This design comes from an exercise in tuning for small area on the open sky130 flow, not from production work. The RTL was checked by simulation tests, not by an equivalence proof against the original design. Power figures rest on the tool's default switching activity, not on a simulated workload.

## E6_VGA
module E6_VGA (
	input						RST_N					,
	input						CLK						,
	output						VGA_HSYNC				,
	output						VGA_VSYNC				,
	output			[ 7:0]		VGA_R					,
	output			[ 7:0]		VGA_G					,
	output			[ 7:0]		VGA_B					,
	output						VGA_SYNC_N				,
	output						VGA_BLANK_N				,
	input						k						,
	input						k1						,
	input						k2						,
	input						remin					,
	input						rehour					,
	input						key1_N					,
	input						key2_N					,
	input			[ 1:0]		fast					,
	output						LED_hourly				,
	output						LED_alarm				,
	output			[41:0]		DigitalTube_out
);
Size in the first run: ~1800 cells after synthesis, about 83 I/O pins.
==> flow/config.mk <==
export PLATFORM = sky130hd
export DESIGN_NAME = E6_VGA
export DESIGN_NICKNAME = E6_VGA
export VERILOG_FILES = /design/flow/design.v
export SDC_FILE = /design/flow/constraint.sdc
export NUM_CORES = 8
export LEC_CHECK = 0
export CAP_MARGIN = 20
export CORE_MARGIN = 2
export CORE_UTILIZATION = 40
export GPL_TIMING_DRIVEN = 0
export SLEW_MARGIN = 20
export SYNTH_MEMORY_MAX_BITS = 65536
==> flow/constraint.sdc <==
create_clock -name core_clock -period 12.0 [get_ports {CLK}]
set_input_delay 2.4000 -clock core_clock [delete_from_list [all_inputs] [get_ports {CLK}]]
set_output_delay 2.4000 -clock core_clock [all_outputs]
set_load 0.01 [all_outputs]
standard.sh (not shown) runs the stock make flow with config.mk's settings and CLKGATE_MAP_FILE= SYNTH_SCRIPT=/design/flow/synth_recipe.tcl, a recipe that flattens the netlist after the stock synthesis.
==> flow/flow/run.sh <==
#!/bin/bash
# Layout flow: the standard synthesis, then the combinational logic of its
# netlist is re-mapped with an area-oriented ABC script (registers, their
# names and cell types are kept as the standard synthesis made them), checked
# for equivalence with the standard netlist, and the rest of the standard flow
# (floorplan to finish) lays it out. Each tool's output goes to its own log.
set -uo pipefail
W=$PWD
F=$W/flow
R=$W/orfs/results/${FLOW_PLATFORM}/E6_VGA/base
LIB=$FLOW_HOME/platforms/${FLOW_PLATFORM}/lib/sky130_fd_sc_hd__tt_025C_1v80.lib

YOSYS=yosys
command -v yosys > /dev/null 2>&1 || YOSYS=$FLOW_HOME/../tools/install/yosys/bin/yosys
ABC=yosys-abc
command -v yosys-abc > /dev/null 2>&1 || ABC=$FLOW_HOME/../tools/install/yosys/bin/yosys-abc

# 1. standard synthesis
bash standard.sh synth > $W/log_synth.txt 2>&1 || { echo "standard synthesis failed"; exit 1; }
cp $R/1_2_yosys.v $W/std_1_2_yosys.v

# 2. re-map the combinational logic: several ABC runs with different seeds for
#    its &deepsyn search run side by side; the smallest result that is proven
#    equivalent to the standard netlist is used
export REMAP_IN=$W/std_1_2_yosys.v
export REMAP_LIB=$LIB
export REMAP_TMP=$W
export REMAP_SEQ="$(grep -oE 'sky130_fd_sc_hd__(df|edf|sdf|dl|sdl)[a-z0-9_]*' $REMAP_IN | sort -u | tr '\n' ' ')"
export REMAP_DONTUSE="$(sed -n '/DONT_USE_CELLS += /,/^#/p' $FLOW_HOME/platforms/${FLOW_PLATFORM}/config.mk | grep -oE 'sky130_fd_sc_hd__[a-z0-9_]+' | tr '\n' ' ')"
SEEDS=$(cat $F/remap_seeds 2>/dev/null || echo "1")
DEEP_T=$(cat $F/remap_seconds 2>/dev/null || echo "600")
for S in $SEEDS; do
  # a seed is a number and a letter naming the script that prepares the
  # logic for &deepsyn (flow/area_<letter>.abc)
  sed -e "s/@SEED@/${S%[a-z]}/" -e "s/@TIME@/$DEEP_T/" $F/area_${S: -1}.abc > $W/area_$S.abc
  REMAP_ABC=$W/area_$S.abc REMAP_OUT=$W/remapped_$S.v $YOSYS -c $F/remap.tcl > $W/log_remap_$S.txt 2>&1 &
done
wait

ok=0
for S in $(for S in $SEEDS; do a=$(grep -s "Chip area" $W/remapped_$S.v.stat | awk '{print $NF}'); [[ -n "$a" ]] && echo "$a $S"; done | sort -g | awk '{print $2}'); do
  echo "seed $S: area $(grep "Chip area" $W/remapped_$S.v.stat | awk '{print $NF}')"
  export REMAP_OUT=$W/remapped_$S.v
  if $YOSYS -c $F/eqcheck.tcl > $W/log_eqcheck_$S.txt 2>&1; then
    $ABC -c "cec -n $W/gold.blif $W/gate.blif" > $W/log_cec_$S.txt 2>&1
    if grep -q "Networks are equivalent" $W/log_cec_$S.txt; then
      ok=1
      break
    fi
  fi
  echo "seed $S: not proven equivalent"
done

if [[ $ok == 1 ]]; then
  echo "re-mapped netlist (seed $S) is equivalent; using it"
  cp $REMAP_OUT $R/1_2_yosys.v
  rm -f $R/1_synth.odb $R/1_synth.sdc
else
  echo "re-mapping failed or not proven equivalent; keeping the standard netlist"
fi

# 3. the rest of the standard flow, with the make settings listed in
#    flow/make_args (one VAR=value per line)
ARGS=()
if [[ -f $F/make_args ]]; then
  while IFS= read -r line; do
    [[ -n "$line" && "${line:0:1}" != "#" ]] && ARGS+=("$line")
  done < $F/make_args
fi
bash standard.sh "${ARGS[@]}" finish > $W/log_finish.txt 2>&1 || { echo "layout failed"; tail -30 $W/log_finish.txt; exit 1; }
echo "done"
==> flow/flow/area_a.abc <==
strash
dc2
balance -l; resub -K 6 -l; rewrite -l; resub -K 6 -N 2 -l; refactor -l; resub -K 8 -l; balance -l; resub -K 8 -N 2 -l; rewrite -l; resub -K 10 -l; rewrite -z -l; resub -K 10 -N 2 -l; balance -l; resub -K 12 -l; refactor -z -l; resub -K 12 -N 2 -l; rewrite -z -l; balance -l
balance -l; resub -K 6 -l; rewrite -l; resub -K 6 -N 2 -l; refactor -l; resub -K 8 -l; balance -l; resub -K 8 -N 2 -l; rewrite -l; resub -K 10 -l; rewrite -z -l; resub -K 10 -N 2 -l; balance -l; resub -K 12 -l; refactor -z -l; resub -K 12 -N 2 -l; rewrite -z -l; balance -l
&get -n
&deepsyn -T @TIME@ -S @SEED@
&put
dch -f
amap -F 20 -A 40
topo
==> flow/flow/area_b.abc <==
strash
dch -f
map -a
strash
balance -l; resub -K 6 -l; rewrite -l; resub -K 6 -N 2 -l; refactor -l; resub -K 8 -l; balance -l; resub -K 8 -N 2 -l; rewrite -l; resub -K 10 -l; rewrite -z -l; resub -K 10 -N 2 -l; balance -l; resub -K 12 -l; refactor -z -l; resub -K 12 -N 2 -l; rewrite -z -l; balance -l
&get -n
&deepsyn -T @TIME@ -S @SEED@
&put
dch -f
amap -F 20 -A 40
topo
==> flow/flow/area_c.abc <==
strash
&get -n
&deepsyn -T @TIME@ -S @SEED@
&put
dch -f
amap -F 20 -A 40
topo
==> flow/flow/remap_seconds <==
900
==> flow/flow/remap_seeds <==
1a 2a 3a 4a 1b 2b 3b 4b 1c 2c 3c 4c
Other scripts of this flow, unchanged in this note and not shown: flow/flow/eqcheck.tcl, flow/flow/make_args, flow/flow/remap.tcl
Edit:
--- a/flow/flow/run.sh
+++ b/flow/flow/run.sh
@@ -32,5 +32,3 @@
 for S in $SEEDS; do
-  # a seed is a number and a letter naming the script that prepares the
-  # logic for &deepsyn (flow/area_<letter>.abc)
-  sed -e "s/@SEED@/${S%[a-z]}/" -e "s/@TIME@/$DEEP_T/" $F/area_${S: -1}.abc > $W/area_$S.abc
+  sed -e "s/@SEED@/$S/" -e "s/@TIME@/$DEEP_T/" $F/area.abc > $W/area_$S.abc
   REMAP_ABC=$W/area_$S.abc REMAP_OUT=$W/remapped_$S.v $YOSYS -c $F/remap.tcl > $W/log_remap_$S.txt 2>&1 &
==> flow/flow/area.abc (new file) <==
strash
dc2
balance -l; resub -K 6 -l; rewrite -l; resub -K 6 -N 2 -l; refactor -l; resub -K 8 -l; balance -l; resub -K 8 -N 2 -l; rewrite -l; resub -K 10 -l; rewrite -z -l; resub -K 10 -N 2 -l; balance -l; resub -K 12 -l; refactor -z -l; resub -K 12 -N 2 -l; rewrite -z -l; balance -l
balance -l; resub -K 6 -l; rewrite -l; resub -K 6 -N 2 -l; refactor -l; resub -K 8 -l; balance -l; resub -K 8 -N 2 -l; rewrite -l; resub -K 10 -l; rewrite -z -l; resub -K 10 -N 2 -l; balance -l; resub -K 12 -l; refactor -z -l; resub -K 12 -N 2 -l; rewrite -z -l; balance -l
&get -n
&deepsyn -T @TIME@ -S @SEED@
&put
dch -f
amap -F 20 -A 40
topo
==> flow/flow/remap_seconds (replaced) <==
5400
==> flow/flow/remap_seeds (replaced) <==
1 2 3 4 5 6
removed: flow/flow/area_a.abc
removed: flow/flow/area_b.abc
removed: flow/flow/area_c.abc
The new run ran to the end with no violations.
Cell count is about the same.
Total power hardly moves.
Wire length barely changes.
Design area is about the same.
Core utilization barely changes.
Die area stays flat.
Area after synthesis barely changes.
Clock power increases slightly.
Worst setup slack got worse by 2.2 ns.
Non-clock buffer count decreases by 4.
Sequential power barely changes.


v24:
E6_VGA, a different RTL version from the one above (not shown whole).
Size: roughly 2000 cells after synthesis, roughly 83 I/O pins, about 15000 um2 of cells after synthesis.
==> flow/config.mk <==
export PLATFORM = sky130hd
export DESIGN_NAME = E6_VGA
export DESIGN_NICKNAME = E6_VGA
export VERILOG_FILES = /design/flow/design.v
export SDC_FILE = /design/flow/constraint.sdc
export NUM_CORES = 8
export LEC_CHECK = 0
export CAP_MARGIN = 0
export CORE_MARGIN = 2
export CORE_UTILIZATION = 40
export GPL_TIMING_DRIVEN = 0
export SLEW_MARGIN = 0
export SYNTH_MEMORY_MAX_BITS = 65536
==> flow/constraint.sdc <==
create_clock -name core_clock -period 12.0 [get_ports {CLK}]
set_input_delay 2.4000 -clock core_clock [delete_from_list [all_inputs] [get_ports {CLK}]]
set_output_delay 2.4000 -clock core_clock [all_outputs]
set_load 0.01 [all_outputs]
==> flow/flow/run.sh <==
#!/bin/bash
# Layout flow: the standard synthesis, then the combinational logic of its
# netlist is re-mapped with an area-oriented ABC script (registers, their
# names and cell types are kept as the standard synthesis made them), checked
# for equivalence with the standard netlist, and the rest of the standard flow
# (floorplan to finish) lays it out. Each tool's output goes to its own log.
set -uo pipefail
W=$PWD
F=$W/flow
R=$W/orfs/results/${FLOW_PLATFORM}/E6_VGA/base
LIB=$FLOW_HOME/platforms/${FLOW_PLATFORM}/lib/sky130_fd_sc_hd__tt_025C_1v80.lib

YOSYS=yosys
command -v yosys > /dev/null 2>&1 || YOSYS=$FLOW_HOME/../tools/install/yosys/bin/yosys
ABC=yosys-abc
command -v yosys-abc > /dev/null 2>&1 || ABC=$FLOW_HOME/../tools/install/yosys/bin/yosys-abc

# 1. standard synthesis
bash standard.sh synth > $W/log_synth.txt 2>&1 || { echo "standard synthesis failed"; exit 1; }
cp $R/1_2_yosys.v $W/std_1_2_yosys.v

# 2. re-map the combinational logic
export REMAP_IN=$W/std_1_2_yosys.v
export REMAP_OUT=$W/remapped.v
export REMAP_LIB=$LIB
export REMAP_ABC=$F/area.abc
export REMAP_TMP=$W
export REMAP_SEQ="$(grep -oE 'sky130_fd_sc_hd__(df|edf|sdf|dl|sdl)[a-z0-9_]*' $REMAP_IN | sort -u | tr '\n' ' ')"
export REMAP_DONTUSE="$(sed -n '/DONT_USE_CELLS += /,/^#/p' $FLOW_HOME/platforms/${FLOW_PLATFORM}/config.mk | grep -oE 'sky130_fd_sc_hd__[a-z0-9_]+' | tr '\n' ' ')"

ok=0
if $YOSYS -c $F/remap.tcl > $W/log_remap.txt 2>&1 && [[ -s $REMAP_OUT ]]; then
  if $YOSYS -c $F/eqcheck.tcl > $W/log_eqcheck.txt 2>&1; then
    $ABC -c "cec -n $W/gold.blif $W/gate.blif" > $W/log_cec.txt 2>&1
    if grep -q "Networks are equivalent" $W/log_cec.txt; then
      ok=1
    fi
  fi
fi

if [[ $ok == 1 ]]; then
  echo "re-mapped netlist is equivalent; using it"
  cp $REMAP_OUT $R/1_2_yosys.v
  rm -f $R/1_synth.odb $R/1_synth.sdc
else
  echo "re-mapping failed or not proven equivalent; keeping the standard netlist"
fi

# 3. the rest of the standard flow, with the make settings listed in
#    flow/make_args (one VAR=value per line)
ARGS=()
if [[ -f $F/make_args ]]; then
  while IFS= read -r line; do
    [[ -n "$line" && "${line:0:1}" != "#" ]] && ARGS+=("$line")
  done < $F/make_args
fi
bash standard.sh "${ARGS[@]}" finish > $W/log_finish.txt 2>&1 || { echo "layout failed"; tail -30 $W/log_finish.txt; exit 1; }
echo "done"
==> flow/flow/area.abc <==
strash
dc2
balance -l; resub -K 6 -l; rewrite -l; resub -K 6 -N 2 -l; refactor -l; resub -K 8 -l; balance -l; resub -K 8 -N 2 -l; rewrite -l; resub -K 10 -l; rewrite -z -l; resub -K 10 -N 2 -l; balance -l; resub -K 12 -l; refactor -z -l; resub -K 12 -N 2 -l; rewrite -z -l; balance -l
balance -l; resub -K 6 -l; rewrite -l; resub -K 6 -N 2 -l; refactor -l; resub -K 8 -l; balance -l; resub -K 8 -N 2 -l; rewrite -l; resub -K 10 -l; rewrite -z -l; resub -K 10 -N 2 -l; balance -l; resub -K 12 -l; refactor -z -l; resub -K 12 -N 2 -l; rewrite -z -l; balance -l
dch -f
amap -F 20 -A 40
topo
==> flow/flow/eqcheck.tcl <==
# Check that the re-mapped netlist is equivalent to the standard synthesis
# netlist, registers paired by name (ABC cec on the flattened netlists).
yosys -import
set lib $::env(REMAP_LIB)
set tmp $::env(REMAP_TMP)
foreach {which file} [list gold $::env(REMAP_IN) gate $::env(REMAP_OUT)] {
  design -reset
  read_liberty -overwrite -ignore_miss_func -ignore_miss_data_latch $lib
  read_verilog $file
  hierarchy -top E6_VGA
  flatten
  yosys rename -hide w:* x:* %d
  opt_clean -purge
  async2sync
  dffunmap
  opt_clean -purge
  write_blif -gates $tmp/$which.blif
}
==> flow/flow/remap.tcl <==
# Re-map the combinational logic of the standard synthesis netlist with a
# stronger area-oriented ABC script. Registers (their instances, names and
# cell types) are kept exactly as the standard synthesis made them.
# env: REMAP_IN, REMAP_OUT, REMAP_LIB, REMAP_ABC, REMAP_DONTUSE
yosys -import
set lib $::env(REMAP_LIB)
set du {}
foreach c $::env(REMAP_DONTUSE) { lappend du -dont_use $c }
read_liberty -overwrite -ignore_miss_func -ignore_miss_data_latch $lib
read_verilog $::env(REMAP_IN)
hierarchy -top E6_VGA
# keep every sequential cell as an instance
setattr -mod -set keep_hierarchy 1 {*}$::env(REMAP_SEQ)
flatten
opt_clean -purge
select -module E6_VGA
opt -full
abc -liberty $lib {*}$du -script $::env(REMAP_ABC)
opt_clean -purge
hilomap -singleton -hicell sky130_fd_sc_hd__conb_1 HI -locell sky130_fd_sc_hd__conb_1 LO
splitnets
opt_clean -purge
insbuf -buf sky130_fd_sc_hd__buf_4 A X
opt_clean -purge
select -clear
read_liberty -lib -overwrite -ignore_miss_func -ignore_miss_data_latch $lib
tee -o $::env(REMAP_OUT).stat stat -top E6_VGA -liberty $lib
write_verilog -noattr -noexpr -nohex -nodec -selected $::env(REMAP_OUT)
Other scripts of this flow, unchanged in this note and not shown: flow/flow/make_args
What the final checks of v24 revealed, after a flow that finished every stage, was a layout that fails on max-capacitance violations.
Setup changes, v24 to v13
--- a/flow/flow/run.sh
+++ b/flow/flow/run.sh
@@ -20,25 +20,36 @@
 cp $R/1_2_yosys.v $W/std_1_2_yosys.v
 
-# 2. re-map the combinational logic
+# 2. re-map the combinational logic: several ABC runs with different seeds for
+#    its &deepsyn search run side by side; the smallest result that is proven
+#    equivalent to the standard netlist is used
 export REMAP_IN=$W/std_1_2_yosys.v
-export REMAP_OUT=$W/remapped.v
 export REMAP_LIB=$LIB
-export REMAP_ABC=$F/area.abc
 export REMAP_TMP=$W
 export REMAP_SEQ="$(grep -oE 'sky130_fd_sc_hd__(df|edf|sdf|dl|sdl)[a-z0-9_]*' $REMAP_IN | sort -u | tr '\n' ' ')"
 export REMAP_DONTUSE="$(sed -n '/DONT_USE_CELLS += /,/^#/p' $FLOW_HOME/platforms/${FLOW_PLATFORM}/config.mk | grep -oE 'sky130_fd_sc_hd__[a-z0-9_]+' | tr '\n' ' ')"
+SEEDS=$(cat $F/remap_seeds 2>/dev/null || echo "1")
+DEEP_T=$(cat $F/remap_seconds 2>/dev/null || echo "600")
+for S in $SEEDS; do
+  sed -e "s/@SEED@/$S/" -e "s/@TIME@/$DEEP_T/" $F/area.abc > $W/area_$S.abc
+  REMAP_ABC=$W/area_$S.abc REMAP_OUT=$W/remapped_$S.v $YOSYS -c $F/remap.tcl > $W/log_remap_$S.txt 2>&1 &
+done
+wait
 
 ok=0
-if $YOSYS -c $F/remap.tcl > $W/log_remap.txt 2>&1 && [[ -s $REMAP_OUT ]]; then
-  if $YOSYS -c $F/eqcheck.tcl > $W/log_eqcheck.txt 2>&1; then
-    $ABC -c "cec -n $W/gold.blif $W/gate.blif" > $W/log_cec.txt 2>&1
-    if grep -q "Networks are equivalent" $W/log_cec.txt; then
+for S in $(for S in $SEEDS; do a=$(grep -s "Chip area" $W/remapped_$S.v.stat | awk '{print $NF}'); [[ -n "$a" ]] && echo "$a $S"; done | sort -g | awk '{print $2}'); do
+  echo "seed $S: area $(grep "Chip area" $W/remapped_$S.v.stat | awk '{print $NF}')"
+  export REMAP_OUT=$W/remapped_$S.v
+  if $YOSYS -c $F/eqcheck.tcl > $W/log_eqcheck_$S.txt 2>&1; then
+    $ABC -c "cec -n $W/gold.blif $W/gate.blif" > $W/log_cec_$S.txt 2>&1
+    if grep -q "Networks are equivalent" $W/log_cec_$S.txt; then
       ok=1
+      break
     fi
   fi
-fi
+  echo "seed $S: not proven equivalent"
+done
 
 if [[ $ok == 1 ]]; then
-  echo "re-mapped netlist is equivalent; using it"
+  echo "re-mapped netlist (seed $S) is equivalent; using it"
   cp $REMAP_OUT $R/1_2_yosys.v
   rm -f $R/1_synth.odb $R/1_synth.sdc
==> flow/flow/area.abc <==
strash
dc2
balance -l; resub -K 6 -l; rewrite -l; resub -K 6 -N 2 -l; refactor -l; resub -K 8 -l; balance -l; resub -K 8 -N 2 -l; rewrite -l; resub -K 10 -l; rewrite -z -l; resub -K 10 -N 2 -l; balance -l; resub -K 12 -l; refactor -z -l; resub -K 12 -N 2 -l; rewrite -z -l; balance -l
balance -l; resub -K 6 -l; rewrite -l; resub -K 6 -N 2 -l; refactor -l; resub -K 8 -l; balance -l; resub -K 8 -N 2 -l; rewrite -l; resub -K 10 -l; rewrite -z -l; resub -K 10 -N 2 -l; balance -l; resub -K 12 -l; refactor -z -l; resub -K 12 -N 2 -l; rewrite -z -l; balance -l
&get -n
&deepsyn -T @TIME@ -S @SEED@
&put
dch -f
amap -F 20 -A 40
topo
==> flow/flow/remap_seconds (new file) <==
1200
==> flow/flow/remap_seeds (new file) <==
1 2 3 4
--- a/flow/config.mk
+++ b/flow/config.mk
@@ -6,8 +6,8 @@
 export NUM_CORES = 8
 export LEC_CHECK = 0
-export CAP_MARGIN = 0
+export CAP_MARGIN = 20
 export CORE_MARGIN = 2
 export CORE_UTILIZATION = 40
 export GPL_TIMING_DRIVEN = 0
-export SLEW_MARGIN = 0
+export SLEW_MARGIN = 20
 export SYNTH_MEMORY_MAX_BITS = 65536
Findings:
Taking v24 as the reference, in v13 global routing met2 resource utilization now sits higher; via count of the first global-routing pass lost 5.9%; overall power consumption went down by about 10%. v13: full flow OK, the timing, DRC and antenna checks passed.
Here is what was changed in the inputs of v28 compared with v13.
--- a/flow/flow/run.sh
+++ b/flow/flow/run.sh
@@ -20,36 +20,25 @@
 cp $R/1_2_yosys.v $W/std_1_2_yosys.v
 
-# 2. re-map the combinational logic: several ABC runs with different seeds for
-#    its &deepsyn search run side by side; the smallest result that is proven
-#    equivalent to the standard netlist is used
+# 2. re-map the combinational logic
 export REMAP_IN=$W/std_1_2_yosys.v
+export REMAP_OUT=$W/remapped.v
 export REMAP_LIB=$LIB
+export REMAP_ABC=$F/area.abc
 export REMAP_TMP=$W
 export REMAP_SEQ="$(grep -oE 'sky130_fd_sc_hd__(df|edf|sdf|dl|sdl)[a-z0-9_]*' $REMAP_IN | sort -u | tr '\n' ' ')"
 export REMAP_DONTUSE="$(sed -n '/DONT_USE_CELLS += /,/^#/p' $FLOW_HOME/platforms/${FLOW_PLATFORM}/config.mk | grep -oE 'sky130_fd_sc_hd__[a-z0-9_]+' | tr '\n' ' ')"
-SEEDS=$(cat $F/remap_seeds 2>/dev/null || echo "1")
-DEEP_T=$(cat $F/remap_seconds 2>/dev/null || echo "600")
-for S in $SEEDS; do
-  sed -e "s/@SEED@/$S/" -e "s/@TIME@/$DEEP_T/" $F/area.abc > $W/area_$S.abc
-  REMAP_ABC=$W/area_$S.abc REMAP_OUT=$W/remapped_$S.v $YOSYS -c $F/remap.tcl > $W/log_remap_$S.txt 2>&1 &
-done
-wait
 
 ok=0
-for S in $(for S in $SEEDS; do a=$(grep -s "Chip area" $W/remapped_$S.v.stat | awk '{print $NF}'); [[ -n "$a" ]] && echo "$a $S"; done | sort -g | awk '{print $2}'); do
-  echo "seed $S: area $(grep "Chip area" $W/remapped_$S.v.stat | awk '{print $NF}')"
-  export REMAP_OUT=$W/remapped_$S.v
-  if $YOSYS -c $F/eqcheck.tcl > $W/log_eqcheck_$S.txt 2>&1; then
-    $ABC -c "cec -n $W/gold.blif $W/gate.blif" > $W/log_cec_$S.txt 2>&1
-    if grep -q "Networks are equivalent" $W/log_cec_$S.txt; then
+if $YOSYS -c $F/remap.tcl > $W/log_remap.txt 2>&1 && [[ -s $REMAP_OUT ]]; then
+  if $YOSYS -c $F/eqcheck.tcl > $W/log_eqcheck.txt 2>&1; then
+    $ABC -c "cec -n $W/gold.blif $W/gate.blif" > $W/log_cec.txt 2>&1
+    if grep -q "Networks are equivalent" $W/log_cec.txt; then
       ok=1
-      break
     fi
   fi
-  echo "seed $S: not proven equivalent"
-done
+fi
 
 if [[ $ok == 1 ]]; then
-  echo "re-mapped netlist (seed $S) is equivalent; using it"
+  echo "re-mapped netlist is equivalent; using it"
   cp $REMAP_OUT $R/1_2_yosys.v
   rm -f $R/1_synth.odb $R/1_synth.sdc
==> flow/flow/area.abc <==
strash
dc2
balance -l; resub -K 6 -l; rewrite -l; resub -K 6 -N 2 -l; refactor -l; resub -K 8 -l; balance -l; resub -K 8 -N 2 -l; rewrite -l; resub -K 10 -l; rewrite -z -l; resub -K 10 -N 2 -l; balance -l; resub -K 12 -l; refactor -z -l; resub -K 12 -N 2 -l; rewrite -z -l; balance -l
balance -l; resub -K 6 -l; rewrite -l; resub -K 6 -N 2 -l; refactor -l; resub -K 8 -l; balance -l; resub -K 8 -N 2 -l; rewrite -l; resub -K 10 -l; rewrite -z -l; resub -K 10 -N 2 -l; balance -l; resub -K 12 -l; refactor -z -l; resub -K 12 -N 2 -l; rewrite -z -l; balance -l
dch -f
amap -F 20 -A 40
topo
removed: flow/flow/remap_seconds
removed: flow/flow/remap_seeds
==> comparison <==
- Multi-input gate area in the final layout ended up 7.8% higher on v28 than on v13.
- For hold slack, v28 and v13 come out practically identical.
- Changes observed in v28 relative to v13: power rose 230 uW, global-route wire length before repair grew by 3900 um, insertion delay of the later-clocked pin in the worst-skew pair up 0.02 ns, via count of the first global-routing pass went up.
- v28 vs v13, launching element of the worst setup path: hc[6] vs hc[4]
Edits applied to the flow inputs when going from v28 to v57:
--- a/flow/flow/run.sh
+++ b/flow/flow/run.sh
@@ -20,25 +20,36 @@
 cp $R/1_2_yosys.v $W/std_1_2_yosys.v
 
-# 2. re-map the combinational logic
+# 2. re-map the combinational logic: several ABC runs with different seeds for
+#    its &deepsyn search run side by side; the smallest result that is proven
+#    equivalent to the standard netlist is used
 export REMAP_IN=$W/std_1_2_yosys.v
-export REMAP_OUT=$W/remapped.v
 export REMAP_LIB=$LIB
-export REMAP_ABC=$F/area.abc
 export REMAP_TMP=$W
 export REMAP_SEQ="$(grep -oE 'sky130_fd_sc_hd__(df|edf|sdf|dl|sdl)[a-z0-9_]*' $REMAP_IN | sort -u | tr '\n' ' ')"
 export REMAP_DONTUSE="$(sed -n '/DONT_USE_CELLS += /,/^#/p' $FLOW_HOME/platforms/${FLOW_PLATFORM}/config.mk | grep -oE 'sky130_fd_sc_hd__[a-z0-9_]+' | tr '\n' ' ')"
+SEEDS=$(cat $F/remap_seeds 2>/dev/null || echo "1")
+DEEP_T=$(cat $F/remap_seconds 2>/dev/null || echo "600")
+for S in $SEEDS; do
+  sed -e "s/@SEED@/$S/" -e "s/@TIME@/$DEEP_T/" $F/area.abc > $W/area_$S.abc
+  REMAP_ABC=$W/area_$S.abc REMAP_OUT=$W/remapped_$S.v $YOSYS -c $F/remap.tcl > $W/log_remap_$S.txt 2>&1 &
+done
+wait
 
 ok=0
-if $YOSYS -c $F/remap.tcl > $W/log_remap.txt 2>&1 && [[ -s $REMAP_OUT ]]; then
-  if $YOSYS -c $F/eqcheck.tcl > $W/log_eqcheck.txt 2>&1; then
-    $ABC -c "cec -n $W/gold.blif $W/gate.blif" > $W/log_cec.txt 2>&1
-    if grep -q "Networks are equivalent" $W/log_cec.txt; then
+for S in $(for S in $SEEDS; do a=$(grep -s "Chip area" $W/remapped_$S.v.stat | awk '{print $NF}'); [[ -n "$a" ]] && echo "$a $S"; done | sort -g | awk '{print $2}'); do
+  echo "seed $S: area $(grep "Chip area" $W/remapped_$S.v.stat | awk '{print $NF}')"
+  export REMAP_OUT=$W/remapped_$S.v
+  if $YOSYS -c $F/eqcheck.tcl > $W/log_eqcheck_$S.txt 2>&1; then
+    $ABC -c "cec -n $W/gold.blif $W/gate.blif" > $W/log_cec_$S.txt 2>&1
+    if grep -q "Networks are equivalent" $W/log_cec_$S.txt; then
       ok=1
+      break
     fi
   fi
-fi
+  echo "seed $S: not proven equivalent"
+done
 
 if [[ $ok == 1 ]]; then
-  echo "re-mapped netlist is equivalent; using it"
+  echo "re-mapped netlist (seed $S) is equivalent; using it"
   cp $REMAP_OUT $R/1_2_yosys.v
   rm -f $R/1_synth.odb $R/1_synth.sdc
==> flow/flow/area.abc <==
strash
dc2
balance -l; resub -K 6 -l; rewrite -l; resub -K 6 -N 2 -l; refactor -l; resub -K 8 -l; balance -l; resub -K 8 -N 2 -l; rewrite -l; resub -K 10 -l; rewrite -z -l; resub -K 10 -N 2 -l; balance -l; resub -K 12 -l; refactor -z -l; resub -K 12 -N 2 -l; rewrite -z -l; balance -l
balance -l; resub -K 6 -l; rewrite -l; resub -K 6 -N 2 -l; refactor -l; resub -K 8 -l; balance -l; resub -K 8 -N 2 -l; rewrite -l; resub -K 10 -l; rewrite -z -l; resub -K 10 -N 2 -l; balance -l; resub -K 12 -l; refactor -z -l; resub -K 12 -N 2 -l; rewrite -z -l; balance -l
&get -n
&deepsyn -T @TIME@ -S @SEED@
&put
dch -f
amap -F 20 -A 40
topo
==> flow/flow/remap_seconds (new file) <==
1200
==> flow/flow/remap_seeds (new file) <==
1 2 3 4 5 6
--- a/flow/config.mk
+++ b/flow/config.mk
@@ -6,8 +6,8 @@
 export NUM_CORES = 8
 export LEC_CHECK = 0
-export CAP_MARGIN = 20
+export CAP_MARGIN = 0
 export CORE_MARGIN = 2
 export CORE_UTILIZATION = 40
 export GPL_TIMING_DRIVEN = 0
-export SLEW_MARGIN = 20
+export SLEW_MARGIN = 0
 export SYNTH_MEMORY_MAX_BITS = 65536
--- outcome ---
No run among v28 and v57 stopped early or left any final violation; all are clean.
Multi-input gate count: lower on v57
Cmp v57 vs v28: full die area lower in v57
Re number of fill cells: v57 is 168 down on v28.
v57: part of the total power dissipated in combinational logic 5.9 points below v28
On post-layout utilization of the core, v28 and v57 are basically level.
Max row count across v28 and v57: v28
Between v28 and v57, the flow reports die width decreasing slightly.
v57 — sequential share of layout area 1.8 points higher, v28 as reference
The run showing the smaller initial antenna violation count is v57.
Critical path depth shrinks by a few percent when moving from v28 to v57.

## port drivers added, routing unchanged
No port has a modelled driver above. Below, the same layouts with a new extraction and two added sets of constraints.
Step 1 (the two cells are an assumption about what drives the block):
set clk [get_ports {CLK}]
set_driving_cell -lib_cell sky130_fd_sc_hd__clkbuf_16 $clk
set_driving_cell -lib_cell sky130_fd_sc_hd__buf_2 [delete_from_list [all_inputs] $clk]
Step 2 moves the port delays by t, midway between the first and last clock arrival at a register: inputs arrive t later, outputs are due t later. That takes back most of the time a late clock gives input paths.
a / b / c = no drivers / after step 1 / after step 2; a / b = the first two.
run | t (ns) | slack for setup (ns) | clock arrival spread, ns
the first run of note 1 | 0.576 | 3.967 / 3.919 / 4.332 | 0.072 / 0.072
the second run of note 1 | 0.588 | 1.778 / 1.778 / 1.778 | 0.082 / 0.081
v24 | 0.594 | 2.772 / 2.772 / 2.772 | 0.076 / 0.076
v13 | 0.602 | 3.371 / 3.371 / 3.371 | 0.042 / 0.042
v28 | 0.594 | 3.270 / 3.270 / 3.270 | 0.099 / 0.100
v57 | 0.582 | 2.793 / 2.793 / 2.793 | 0.041 / 0.040
